Context: an optimization exercise on an open-source flow, tuned for small area and a short achievable clock period. The choices shown serve that exercise and are no tape-out recipe.
RTL that was checked went through simulation tests only; none was proved equivalent to the original.
Power is estimated from default activity; no workload was simulated.

==> flow/design.v <==
module fifo(
  input clk,
  input rst,
  input [7:0] buf_in,
  input wr_en,
  input rd_en,
  output reg [7:0] buf_out,
  output buf_empty,
  output reg buf_full,
  output [7:0] fifo_counter
);
  reg [7:0] wlo_n;
  reg [7:0] whi;
  reg [7:0] rlo;
  reg [7:0] rhi;
  reg [6:0] count;
  reg full;
  reg not_empty;
  reg [6:0] count_o;
  reg not_empty_o;
  reg [7:0] mem_n [0:63];
  assign fifo_counter = {1'b0, count_o};
  assign buf_empty = ~not_empty_o;
  wire wa = wr_en & ~full;
  wire ra = rd_en & not_empty;
  wire [7:0] whi_n;
  wire [63:0] we;
  wire [63:0] rs_n;
  genvar g, b;
  generate
    for (g = 0; g < 8; g = g + 1) begin : gwhi
      fifo_nand3b u (.a_n(full), .b(wr_en), .c(whi[g]), .y(whi_n[g]));
    end
    for (g = 0; g < 64; g = g + 1) begin : gdec
      fifo_nor2 u_we (.a(wlo_n[g % 8]), .b(whi_n[g / 8]), .y(we[g]));
      fifo_nand2 u_rs (.a(rlo[g % 8]), .b(rhi[g / 8]), .y(rs_n[g]));
    end
  endgenerate
  wire [7:0] rdata;
  generate
    for (b = 0; b < 8; b = b + 1) begin : gbit
      wire [63:0] col_n;
      for (g = 0; g < 64; g = g + 1) begin : gcol
        assign col_n[g] = mem_n[g][b];
      end
      fifo_sel64 u_sel (.s_n(rs_n), .d_n(col_n), .y(rdata[b]));
    end
  endgenerate
  wire [7:0] buf_in_n = ~buf_in;
  generate
    for (g = 0; g < 64; g = g + 1) begin : gmem
      always @(posedge clk)
        if (we[g])
          mem_n[g] <= buf_in_n;
    end
  endgenerate
  wire up = wa & ~ra;
  wire dn = ra & ~wa;
  wire [6:0] cnt_inc = count + 7'd1;
  wire [6:0] cnt_dec = count - 7'd1;
  wire [6:0] count_next;
  wire [6:0] count_o_next;
  generate
    for (g = 0; g < 7; g = g + 1) begin : gcnt
      fifo_mux4 u (.a(count[g]), .b(cnt_dec[g]), .c(cnt_inc[g]), .d(cnt_inc[g]),
                   .s0(dn), .s1(up), .y(count_next[g]));
      fifo_mux4 u_o (.a(count[g]), .b(cnt_dec[g]), .c(cnt_inc[g]), .d(cnt_inc[g]),
                     .s0(dn), .s1(up), .y(count_o_next[g]));
    end
  endgenerate
  wire c63 = (count == 7'd63);
  wire ne1 = (count != 7'd1);
  wire full_next, ne_next, full_o_next, ne_o_next;
  fifo_flags u_flags (.wr_en(wr_en), .rd_en(rd_en), .full(full), .ne(not_empty),
                      .c63(c63), .ne1(ne1), .full_next(full_next), .ne_next(ne_next));
  fifo_flags u_flags_o (.wr_en(wr_en), .rd_en(rd_en), .full(full), .ne(not_empty),
                        .c63(c63), .ne1(ne1), .full_next(full_o_next), .ne_next(ne_o_next));
  always @(posedge clk or posedge rst) begin
    if (rst) begin
      wlo_n <= 8'b11111110;
      whi <= 8'b00000001;
      rlo <= 8'b00000001;
      rhi <= 8'b00000001;
      count <= 7'd0;
      count_o <= 7'd0;
      buf_out <= 8'd0;
      not_empty <= 1'b0;
      not_empty_o <= 1'b0;
      full <= 1'b0;
      buf_full <= 1'b0;
    end else begin
      if (wa) begin
        wlo_n <= {wlo_n[6:0], wlo_n[7]};
        if (!wlo_n[7]) whi <= {whi[6:0], whi[7]};
      end
      if (ra) begin
        rlo <= {rlo[6:0], rlo[7]};
        if (rlo[7]) rhi <= {rhi[6:0], rhi[7]};
        buf_out <= rdata;
      end
      count <= count_next;
      count_o <= count_o_next;
      not_empty <= ne_next;
      not_empty_o <= ne_o_next;
      full <= full_next;
      buf_full <= full_o_next;
    end
  end
endmodule
module fifo_sel64(
  input [63:0] s_n,
  input [63:0] d_n,
  output y
);
  wire [31:0] p;      
  wire [15:0] q_n;
  wire [3:0] r;
  wire [1:0] t_n;
  genvar i;
  generate
    for (i = 0; i < 32; i = i + 1) begin : gp
      fifo_oai22 u (.a1(s_n[2*i]), .a2(d_n[2*i]), .b1(s_n[2*i+1]), .b2(d_n[2*i+1]), .y(p[i]));
    end
    for (i = 0; i < 16; i = i + 1) begin : gq
      fifo_nor2 u (.a(p[2*i]), .b(p[2*i+1]), .y(q_n[i]));
    end
    for (i = 0; i < 4; i = i + 1) begin : gr
      fifo_nand4 u (.a(q_n[4*i]), .b(q_n[4*i+1]), .c(q_n[4*i+2]), .d(q_n[4*i+3]), .y(r[i]));
    end
  endgenerate
  fifo_nor2 t0 (.a(r[0]), .b(r[1]), .y(t_n[0]));
  fifo_nor2 t1 (.a(r[2]), .b(r[3]), .y(t_n[1]));
  fifo_nand2 t2 (.a(t_n[0]), .b(t_n[1]), .y(y));
endmodule
module fifo_oai22(input a1, input a2, input b1, input b2, output y);
  assign y = ~((a1 | a2) & (b1 | b2));
endmodule
module fifo_nand4(input a, input b, input c, input d, output y);
  assign y = ~(a & b & c & d);
endmodule
module fifo_nand3b(input a_n, input b, input c, output y);
  assign y = ~(~a_n & b & c);
endmodule
module fifo_nand2(input a, input b, output y);
  assign y = ~(a & b);
endmodule
module fifo_nor2(input a, input b, output y);
  assign y = ~(a | b);
endmodule
module fifo_mux4(input a, input b, input c, input d, input s0, input s1, output y);
  assign y = s1 ? (s0 ? d : c) : (s0 ? b : a);
endmodule
module fifo_flags(input wr_en, input rd_en, input full, input ne, input c63, input ne1,
                  output full_next, output ne_next);
  assign full_next = ~rd_en & (full | (wr_en & c63));
  assign ne_next = wr_en | (ne & (~rd_en | ne1));
endmodule
clock: 4.0 ns
lec_check: 0
cap_margin: 20
core_margin: 2
core_utilization: 60
cts_cluster_diameter: 80
cts_cluster_size: 30
setup_slack_margin: 1.9
slew_margin: 20
synth_hierarchical: 1
synth_minimum_keep_size: 0
run.sh (not shown) runs the stock make flow with config.mk's settings and CLKGATE_MAP_FILE= SYNTH_SCRIPT=/design/flow/synth_recipe.tcl, a recipe that flattens the netlist after the stock synthesis.
The first run produced a clean layout.
Edit:
--- a/flow/design.v
+++ b/flow/design.v
@@ -35,16 +35,19 @@
       fifo_nor2 u_we (.a(wlo_n[g % 8]), .b(whi_n[g / 8]), .y(we[g]));
       fifo_nand2 u_rs (.a(rlo[g % 8]), .b(rhi[g / 8]), .y(rs_n[g]));
     end
   endgenerate
-  wire [7:0] rdata;
+  wire [7:0] buf_out_next;
+  wire ra_n = ~ra;
   generate
     for (b = 0; b < 8; b = b + 1) begin : gbit
       wire [63:0] col_n;
       for (g = 0; g < 64; g = g + 1) begin : gcol
         assign col_n[g] = mem_n[g][b];
       end
-      fifo_sel64 u_sel (.s_n(rs_n), .d_n(col_n), .y(rdata[b]));
+      wire [3:0] r;
+      fifo_sel64 u_sel (.s_n(rs_n), .d_n(col_n), .r(r));
+      fifo_outsel u_out (.r(r), .ra(ra), .ra_n(ra_n), .q(buf_out[b]), .y(buf_out_next[b]));
     end
   endgenerate
   wire [7:0] buf_in_n = ~buf_in;
   generate
@@ -95,10 +98,10 @@
       end
       if (ra) begin
         rlo <= {rlo[6:0], rlo[7]};
         if (rlo[7]) rhi <= {rhi[6:0], rhi[7]};
-        buf_out <= rdata;
       end
+      buf_out <= buf_out_next;
       count <= count_next;
       count_o <= count_o_next;
       not_empty <= ne_next;
       not_empty_o <= ne_o_next;
@@ -109,14 +112,12 @@
 endmodule
 module fifo_sel64(
   input [63:0] s_n,
   input [63:0] d_n,
-  output y
+  output [3:0] r
 );
   wire [31:0] p;      
   wire [15:0] q_n;
-  wire [3:0] r;
-  wire [1:0] t_n;
   genvar i;
   generate
     for (i = 0; i < 32; i = i + 1) begin : gp
       fifo_oai22 u (.a1(s_n[2*i]), .a2(d_n[2*i]), .b1(s_n[2*i+1]), .b2(d_n[2*i+1]), .y(p[i]));
@@ -127,11 +128,27 @@
     for (i = 0; i < 4; i = i + 1) begin : gr
       fifo_nand4 u (.a(q_n[4*i]), .b(q_n[4*i+1]), .c(q_n[4*i+2]), .d(q_n[4*i+3]), .y(r[i]));
     end
   endgenerate
-  fifo_nor2 t0 (.a(r[0]), .b(r[1]), .y(t_n[0]));
-  fifo_nor2 t1 (.a(r[2]), .b(r[3]), .y(t_n[1]));
-  fifo_nand2 t2 (.a(t_n[0]), .b(t_n[1]), .y(y));
+endmodule
+module fifo_outsel(
+  input [3:0] r,
+  input ra,
+  input ra_n,
+  input q,
+  output y
+);
+  wire t0_n, t1_n, t2_n;
+  fifo_oai21 u0 (.a1(r[0]), .a2(r[1]), .b1(ra), .y(t0_n));
+  fifo_oai21 u1 (.a1(r[2]), .a2(r[3]), .b1(ra), .y(t1_n));
+  fifo_nand2 u2 (.a(ra_n), .b(q), .y(t2_n));
+  fifo_nand3 u3 (.a(t0_n), .b(t1_n), .c(t2_n), .y(y));
+endmodule
+module fifo_oai21(input a1, input a2, input b1, output y);
+  assign y = ~((a1 | a2) & b1);
+endmodule
+module fifo_nand3(input a, input b, input c, output y);
+  assign y = ~(a & b & c);
 endmodule
 module fifo_oai22(input a1, input a2, input b1, input b2, output y);
   assign y = ~((a1 | a2) & (b1 | b2));
 endmodule
The changed run completed without violations.
Cell area falls by a few percent.
First-iteration DRC count fell slightly.
Setup slack improves by 0.051 ns.
Clock-buffer cell count climbs by 2.
Die area barely changes.
Power is about the same.
Hold slack is better by 0.010 ns.
Global-route usage is higher by 0.41 points.
Synthesized cell count barely changes.
Wire length decreases slightly.
Critical path depth fell by 4.
Clock skew is about the same.
Final cell count goes down slightly.
Combinational power is higher by a few percent.
No functional check of the RTL was part of the first run of this note.

==> afterwards: timing with drivers on the ports <==
In the flow no input, the clock included, has a driving cell. The finished layouts below were timed again as built, in two steps.
Step 1 assumes that a clkbuf_16 drives the clock port and a buf_2 every other input.
Step 2 also shifts input and output timing later by t, the mid clock arrival at the registers, as if the neighbouring blocks saw the same clock.
Slacks: no drivers / after step 1 / after step 2; pairs: no drivers / after step 1.
run	shift t [ns]	setup WS [ns]	worst setup path at the end	latest minus earliest clock arrival (ns)
the first run	0.638	1.853 / 1.853 / 1.365	input to register	0.021 / 0.022
the second run	0.635	1.904 / 1.888 / 1.273	input to register	0.023 / 0.024
After both steps every run listed still meets setup and hold. The setup slack of the second run, which loses most, moves by -0.016 ns with the drivers and by -0.631 ns with both steps.
